Context: an optimization exercise on an open-source flow, tuned for small area, a short achievable clock period and few clock cycles per item. The choices shown serve that exercise and are no tape-out recipe.
In this exercise RTL edits were held to simulation tests only and were not proved equivalent to the original.

the baseline:
## exponential
module exponential(input clk, rst, start, input [15:0] _x, output done,
                   output [1:0] intpart, output [15:0] fracpart);
For scale: ~1200 cells after synthesis, roughly 85 flip-flops, ~9600 µm² of cells after synthesis.
Settings: LEC_CHECK=0, ABC_AREA=1, CAP_MARGIN=20, CORE_MARGIN=2, CORE_UTILIZATION=40, PLACE_DENSITY=0.6, SETUP_SLACK_MARGIN=3.5, SLEW_MARGIN=20, SYNTH_HIERARCHICAL=1, SYNTH_MINIMUM_KEEP_SIZE=0; clock period 9.0 ns.
run.sh (not shown) runs the stock make flow with config.mk's settings and CLKGATE_MAP_FILE= SYNTH_SCRIPT=/design/flow/synth_recipe.tcl, a recipe that flattens the netlist after the stock synthesis.
Testbench counts of the baseline, summed over its fixed seeds: cycles 12,006, items 1,200.
What the candidate does differently from the baseline at the input level:
-- flow/design.v --
<<< the baseline, line 494
	reg [17:0] b3;          
	reg [17:0] r;
	reg fin;                
	reg [6:0] u6h;          
	wire go = idle & start;
	wire [3:0] nst = go ? 4'd1 : (idle | st == 4'd9) ? 4'd0 : st + 4'd1;
>>> the candidate, line 494
	reg [17:0] b3;          
	reg [17:0] r;
	wire go = idle & start;
	wire [3:0] nst = go ? 4'd1 : (idle | st == 4'd9) ? 4'd0 : st + 4'd1;
<<< the baseline, line 620
		end
	endgenerate
	wire [6:0] u6 = fin ? t[6:0] : u6h;
	reg [3:0] t7;
	always @(*) begin
>>> the candidate, line 618
		end
	endgenerate
	wire [6:0] u6 = t[6:0];
	reg [3:0] t7;
	always @(*) begin
<<< the baseline, line 637
		else t7 = 4'd0;
	end
	reg t8;
	wire [15:0] addb = idle ? {12'd0, t7} : t;
	wire cin = idle & t8;
>>> the candidate, line 635
		else t7 = 4'd0;
	end
	wire t8 = b >= 16'd62481;
	wire [15:0] addb = idle ? {12'd0, t7} : t;
	wire cin = idle & t8;
<<< the baseline, line 707
	wire [17:0] racc = rs0[18:1];
	always @(posedge clk) begin
		b <= bn;
		t <= tn;                     
		fin <= (st == 4'd9);         
		if (st == 4'd9)
			t8 <= b >= 16'd62481;    
		if (fin)
			u6h <= t[6:0];           
		if (go)
			r <= 18'h0FFFF;
>>> the candidate, line 705
	wire [17:0] racc = rs0[18:1];
	always @(posedge clk) begin
		if (go | !idle) begin
			b <= bn;
			t[6:0] <= tn[6:0];
		end
		t[15:7] <= tn[15:7];         
		if (go)
			r <= 18'h0FFFF;
## What came out
Comparing the baseline with the candidate, the worst hold slack came out essentially unchanged. Relative to the baseline, the synthesized area divided by synthesized cell count measured on the candidate has increased by a few percent. Compared to the baseline, the candidate has first-pass GRT wire length 1300 µm higher. Total non-filler cell area in the finished layout, the candidate vs the baseline: up slightly. The candidate against the baseline: final cell count increased by 1.1% relative to the old numbers, fraction of standard cell area that is sequential closely matched the old numbers, total length of routed wires increased by 3.9% relative to the old numbers.
Testbench counts of the candidate, summed over its fixed seeds: cycles 12,006, items 1,200.

---

Setup of before:
Another version of the RTL of exponential (not shown whole).
Size: ~1200 cells after synthesis, ~84 flip-flops, about 38 I/O pins, roughly 9900 um^2 of cells after synthesis.
Settings: LEC_CHECK=0, ABC_AREA=1, CAP_MARGIN=20, CORE_MARGIN=2, CORE_UTILIZATION=40, PLACE_DENSITY=0.6, SETUP_SLACK_MARGIN=3.5, SLEW_MARGIN=20, SYNTH_HIERARCHICAL=1, SYNTH_MINIMUM_KEEP_SIZE=0; clock period 9.0 ns.
before was carried through to the last stage, and its layout satisfied the timing, design-rule and antenna checks.
Testbench counts of before, summed over its fixed seeds: cycles 12,006, items 1,200.
Input changes introduced in after (baseline for comparison: before):
diff --git a/flow/design.v b/flow/design.v
--- a/flow/design.v
+++ b/flow/design.v
@@ -488,17 +488,16 @@
                    output [1:0] intpart, output [15:0] fracpart);
 	reg [3:0] st;           
 	reg idle;               
 	reg sh0, sh1, sh2;      
 	reg term;               
 	reg [15:0] b, t;
 	reg [17:0] b3;          
 	reg [17:0] r;
-	reg [6:0] u6;            
 	wire go = idle & start;
 	wire [3:0] nst = go ? 4'd1 : (idle | st == 4'd9) ? 4'd0 : st + 4'd1;
 	always @(posedge clk or posedge rst) begin
 		if (rst) begin
 			st   <= 4'd0;
 			idle <= 1'b1;
 			sh0  <= 1'b0;
 			sh1  <= 1'b0;
@@ -613,33 +612,46 @@
 			end else begin : g_next
 				assign z = g_dec[k-1].z & ~_x[k-1];
 			end
 		end
 		for (k = 1; k <= 15; k = k + 1) begin : g_t1
 			assign t1[k] = ~g_dec[16].z & (_x[k] ^ g_dec[k].z);
 		end
 	endgenerate
+	wire [6:0] u6 = t[6:0];
 	reg [3:0] t7;
 	always @(*) begin
 		if (u6 >= 7'd85) t7 = 4'd12;
 		else if (u6 >= 7'd78) t7 = 4'd11;
 		else if (u6 >= 7'd71) t7 = 4'd10;
 		else if (u6 >= 7'd64) t7 = 4'd9;
 		else if (u6 >= 7'd57) t7 = 4'd8;
 		else if (u6 >= 7'd50) t7 = 4'd7;
 		else if (u6 >= 7'd43) t7 = 4'd6;
 		else if (u6 >= 7'd36) t7 = 4'd5;
 		else if (u6 >= 7'd29) t7 = 4'd4;
 		else if (u6 >= 7'd22) t7 = 4'd3;
 		else if (u6 >= 7'd15) t7 = 4'd2;
 		else if (u6 >= 7'd8) t7 = 4'd1;
 		else t7 = 4'd0;
 	end
-	wire t8 = b >= 16'd62481;
+	reg t8;                 
+	always @(*) begin
+		case (t7)
+			4'd9:    t8 = b >= 16'd58255;
+			4'd10:   t8 = b >= 16'd52429;
+			4'd11:   t8 = b >= 16'd47663;
+			4'd12:   t8 = b >= 16'd43691;
+			4'd13:   t8 = b >= 16'd40330;
+			4'd14:   t8 = b >= 16'd37450;
+			4'd15:   t8 = b >= 16'd34953;
+			default: t8 = 1'b0;
+		endcase
+	end
 	wire [17:0] ra_a = r;
 	wire [17:0] ra_b = {2'b00, t};
 	wire [17:0] ra_p = ra_a ^ ra_b;
 	wire [17:0] ra_g = ra_a & ra_b;
 	wire ra_G1 = ra_g[1] | (ra_p[1] & ra_g[0]);
 	wire ra_P1 = ra_p[1] & ra_p[0];
 	wire ra_G2 = ra_g[3] | (ra_p[3] & ra_g[2]);
 	wire ra_P2 = ra_p[3] & ra_p[2];
@@ -694,21 +706,20 @@
 	wire ra_G27 = ra_g[12] | (ra_p[12] & ra_G17);
 	wire ra_P27 = ra_p[12] & ra_P17;
 	wire ra_G28 = ra_g[14] | (ra_p[14] & ra_G20);
 	wire ra_P28 = ra_p[14] & ra_P20;
 	wire ra_G29 = ra_g[16] | (ra_p[16] & ra_G16);
 	wire ra_P29 = ra_p[16] & ra_P16;
 	wire [17:0] racc = ra_p ^ {ra_G29, ra_G16, ra_G28, ra_G20, ra_G27, ra_G17, ra_G26, ra_G19, ra_G25, ra_G14, ra_G24, ra_G18, ra_G23, ra_G10, ra_G22, ra_G1, ra_g[0], 1'b0};
 	always @(posedge clk) begin
-		if (go | !idle)
+		if (go | !idle) begin
 			b <= bn;
-		t <= tn;                     
-		if (st == 4'd9)
-			u6 <= tn[6:0];           
+			t <= tn;
+		end
 		if (go)
 			r <= 18'h0FFFF;
 		else if (term)
 			r <= racc;
 	end
 	wire [4:0]  lo = {1'b0, r[3:0]} + {1'b0, t7} + {4'd0, t8};
 	wire [13:0] hi = lo[4] ? r[17:4] + 14'd1 : r[17:4];
 	assign done = idle;
Number of I/O pins came out exactly the same in before and after.
after against before: worst path required time went down 20 ps; count of clock-buffer cells in the layout went down 1; count of filler cells inserted in the layout went up 20; number of clock sinks went down 7; worst setup slack went down 450 ps.
Where shortest clock period the worst path allows after layout is concerned, before is better than after.
Changes observed in after relative to before: simple-gate portion of the synthesized area went up; final area went up; register bit count reported by yosys went down; die width went up.
Against before as the reference, after delivers a higher via count of the first global-routing pass.
Testbench counts of after, summed over its fixed seeds: cycles 12,006, items 1,200.

## re-timing with driven ports
The results above use ideal ports. As a check the final layouts listed here were re-extracted and re-timed, cells and wires unchanged.
Step 1 sets driving cells, clkbuf_16 on the clock port and buf_2 on the other inputs (assumed; they add their load-dependent delay and slew).
Step 2, shift: input delay + t, output delay - t, t = (earliest + latest rising clock arrival at the registers) / 2. This alone moves slack from input paths to output paths.
Three values: ideal ports, drivers, drivers and shift; two values: the first two.
| run | t (ns) | setup WS [ns] | clock arrival spread, ns | slew at the worst register clock pin (ns) |
|---|---|---|---|---|
| the baseline | 0.393 | 3.455 / 3.405 / 3.333 | 0.006 / 0.006 | 0.07 / 0.07 |
| the candidate | 0.371 | 3.494 / 3.459 / 3.431 | 0.008 / 0.008 | 0.07 / 0.07 |
| before | 0.384 | 3.652 / 3.620 / 3.383 | 0.009 / 0.010 | 0.07 / 0.07 |
| after | 0.378 | 3.207 / 3.207 / 3.181 | 0.008 / 0.008 | 0.06 / 0.06 |
After both steps every run listed still meets setup and hold. For before, which loses most, drivers alone change the setup slack by -0.032 ns; drivers and shift together by -0.269 ns.
